What follows belongs to an exercise in optimizing a design on an open flow for small area, a short achievable clock period and few clock cycles; a production flow would make more cautious choices.
Only simulation tests tie the RTL to the original design; equivalence was not proved.
The flow treats the clock pin as an ideal source, which a real chip does not have.

## run A
// top_module2
module top_module2 (input [3:0] start_adress, input [7:0] data_in, input clock, input Start, input reset,
  output logic [15:0] out_put_det3, output logic Done, output logic [3:0] adress);
  logic [10:1] ph;             
  logic add_q0, add_q2;        
  logic [3:0] addr;            
  logic [7:0] dr;              
  logic [15:0] mr;             
  logic [3:0] b_one, b_two, b_neg;   
  logic [15:0] q1, q0;
  wire go = Done & Start;
  logic [3:0] step;
  always @(*) begin
    step = 4'd0;
    if (ph[1]) step = 4'd14;    
    if (ph[2]) step = 4'd1;
    if (ph[3]) step = 4'd14;    
    if (ph[4]) step = 4'd4;
    if (ph[5]) step = 4'd11;    
    if (ph[6]) step = 4'd8;
    if (ph[7]) step = 4'd14;    
    if (ph[8]) step = 4'd1;
  end
  assign adress = ({4{Done}} & start_adress) | addr;
  always @(posedge clock or posedge reset) begin
    if (reset) begin
      Done   <= 1'b1;
      ph     <= '0;
      add_q0 <= 1'b0;
      add_q2 <= 1'b1;
      addr   <= 4'd0;
    end else begin
      addr   <= go ? start_adress + 4'd4 : (~Done & ~ph[10]) ? addr + step : 4'd0;
      Done   <= Done ? ~Start : ph[10];
      ph     <= {ph[9:1], go};
      add_q0 <= ph[4] | ph[5] | ph[6];
      add_q2 <= ph[8] | ph[9] | ph[10] | (Done & ~Start);
    end
  end
  wire [15:0] add = ({16{add_q0}} & q0) | ({16{add_q2}} & out_put_det3);
  wire [15:0] r;
  ...
Size in the first run: roughly 520 cells after synthesis, roughly 36 I/O pins, roughly 5500 um2 of cells after synthesis.
export LEC_CHECK = 0
export CAP_MARGIN = 20
export CORE_MARGIN = 2
export CORE_UTILIZATION = 40
export CTS_BUF_LIST = sky130_fd_sc_hd__clkbuf_8
export CTS_CLUSTER_DIAMETER = 40
export HOLD_SLACK_MARGIN = 0.15
export SETUP_SLACK_MARGIN = 3.2
export SLEW_MARGIN = 20
create_clock -name core_clock -period 7.0 [get_ports {clock}]
standard.sh (not shown) runs the stock make flow with config.mk's settings and CLKGATE_MAP_FILE= SYNTH_SCRIPT=/design/flow/synth_recipe.tcl, a recipe that flattens the netlist after the stock synthesis.
==> flow/flow/run.sh <==
#!/bin/bash
# The standard layout, with two changes: plain buffers (buf_2) on the ports
# instead of the default port buffer cell (every port still gets its buffer),
# and, after clock tree synthesis, a later clock for the output register
# (flow/skew.tcl), which ends the multiply-accumulate paths between registers.
set -euo pipefail
export BUFFER_PORTS_ARGS="-buffer_cell sky130_fd_sc_hd__buf_2"
bash standard.sh cts > standard_cts.log 2>&1
R=orfs/results/sky130hd/top_module2/base
cp $R/4_cts.odb $R/4_cts_noskew.odb
ODB_IN=$R/4_cts_noskew.odb ODB_OUT=$R/4_cts.odb SKEW_DLY_CELL=sky130_fd_sc_hd__clkdlybuf4s50_1 \
  openroad -no_init -exit flow/skew.tcl > skew.log 2>&1
bash standard.sh > standard.log 2>&1
==> flow/flow/skew.tcl <==
# Delays the clock of the output register (out_put_det3) by a delay buffer and a
# clock buffer inserted after its leaf clock buffer. The output register is the
# end of the multiply-accumulate paths between registers; its own paths to the
# output port only lose by this.
read_db $::env(ODB_IN)
set db [ord::get_db]
set block [ord::get_db_block]
set flops {}
foreach inst [$block getInsts] {
  if {[string match {out_put_det3*} [$inst getName]]} { lappend flops $inst }
}
puts "skew: [llength $flops] output register flip-flops"
set src [[[lindex $flops 0] findITerm CLK] getNet]
set n1 [odb::dbNet_create $block skew_net1]
set n2 [odb::dbNet_create $block skew_net2]
$n1 setSigType CLOCK
$n2 setSigType CLOCK
set b1 [odb::dbInst_create $block [$db findMaster $::env(SKEW_DLY_CELL)] skew_dly]
set b2 [odb::dbInst_create $block [$db findMaster sky130_fd_sc_hd__clkbuf_16] skew_buf]
[$b1 findITerm A] connect $src
[$b1 findITerm X] connect $n1
[$b2 findITerm A] connect $n1
[$b2 findITerm X] connect $n2
set sx 0; set sy 0
foreach f $flops {
  set it [$f findITerm CLK]
  $it disconnect
  $it connect $n2
  set bb [$f getBBox]
  set sx [expr {$sx + [$bb xMin]}]; set sy [expr {$sy + [$bb yMin]}]
}
set cx [expr {int($sx / [llength $flops])}]; set cy [expr {int($sy / [llength $flops])}]
$b1 setLocation $cx $cy
$b1 setPlacementStatus PLACED
$b2 setLocation $cx $cy
$b2 setPlacementStatus PLACED
global_connect
detailed_placement
check_placement -verbose
write_db $::env(ODB_OUT)
Run A ran to completion and came out clean on the timing, design-rule and antenna checks.
Testbench counts of run A, summed over its fixed seeds: cycles 17,600.
--- input diff run A..run B ---
- swapping 3.2 for 2.8 in SETUP_SLACK_MARGIN
- clearing CTS_CLUSTER_DIAMETER, which used to be 40
- clearing CTS_BUF_LIST, which used to be sky130_fd_sc_hd__clkbuf_8
Results
- Run A -> run B: number of placed cells counting well taps flat
- Diff run A..run B | share of the yosys chip area belonging to registers | unchanged
- Compared to run A, run B has pin count of the biggest net entering global routing 10% higher.
- The cell count was comparable across run B and run A.
- Run A and run B ended up with roughly the same cell area.
- Against run A, worst hold margin in run B came out worse.
- Diff run A -> run B | wire length of the first global-routing pass | down by a few percent
Here is what was changed in the inputs of run C compared with run B.
- CTS_CLUSTER_DIAMETER: unset -> 40
- CORE_UTILIZATION: 40 -> 55
- CTS_BUF_LIST: unset -> sky130_fd_sc_hd__clkbuf_8
- SETUP_SLACK_MARGIN: 2.8 -> 3.2
--- a/flow/flow/skew.tcl
+++ b/flow/flow/skew.tcl
@@ -2 +2,2 @@
-# clock buffer inserted after its leaf clock buffer. The output register is the
+# clock buffer inserted after its leaf clock buffer, and upsizes leaf clock buffers
+# with many flip-flops. The output register is the
@@ -36,0 +38,15 @@
+# Clock buffers that drive many flip-flops get the strongest clock buffer, to keep
+# the slew at the flip-flop clock pins low.
+set big [$db findMaster sky130_fd_sc_hd__clkbuf_16]
+foreach inst [$block getInsts] {
+  set mname [[$inst getMaster] getName]
+  if {![string match {sky130_fd_sc_hd__clkbuf_*} $mname] || $mname eq "sky130_fd_sc_hd__clkbuf_16"} { continue }
+  set out [[$inst findITerm X] getNet]
+  if {$out eq "NULL"} { continue }
+  set sinks 0
+  foreach it [$out getITerms] { if {[[$it getMTerm] getName] eq "CLK"} { incr sinks } }
+  if {$sinks >= 13} {
+    puts "skew: [$inst getName] ($mname) drives $sinks clock pins, now clkbuf_16"
+    $inst swapMaster $big
+  }
+}
--- outcome ---
Run B finished all stages; the layout is clean.
Run C went all the way through synthesis, placement and routing and the layout is clean on timing, DRC and antenna.
Run C reports a higher worst setup slack than run B does.
Global-route usage: run C vs run B up 7.1 points
From run B to run C the numbers moved as follows: cell count down 42; post-layout net count comparable.

[afterwards: timing with drivers on the ports]
The results above use ideal ports. As a check the final layouts listed here were re-extracted and re-timed, cells and wires unchanged.
Step 1 (the two cells are an assumption about what drives the block):
set clk [get_ports {clock}]
set_driving_cell -lib_cell sky130_fd_sc_hd__clkbuf_16 $clk
set_driving_cell -lib_cell sky130_fd_sc_hd__buf_2 [delete_from_list [all_inputs] $clk]
Step 2, shift: input delay + t, output delay - t, t = (earliest + latest rising clock arrival at the registers) / 2. This alone moves slack from input paths to output paths.
a / b / c = no drivers / after step 1 / after step 2; a / b = the first two.
| run | shift t [ns] | slack for setup (ns) | latest minus earliest clock arrival (ns) | worst data-port slew with drivers (ns) |
|---|---|---|---|---|
| run A | 0.778 | 3.787 / 3.766 / 3.766 | 0.764 / 0.764 | 0.05 |
| run B | 0.744 | 3.544 / 3.544 / 3.544 | 0.723 / 0.722 | 0.05 |
| run C | 0.783 | 3.775 / 3.771 / 3.771 | 0.722 / 0.722 | 0.03 |
Clock arrivals are far apart in every run listed, so t is only a midpoint there and step 2 fits no single register. For run A, which loses most, drivers alone change the setup slack by -0.021 ns; drivers and shift together by -0.021 ns.
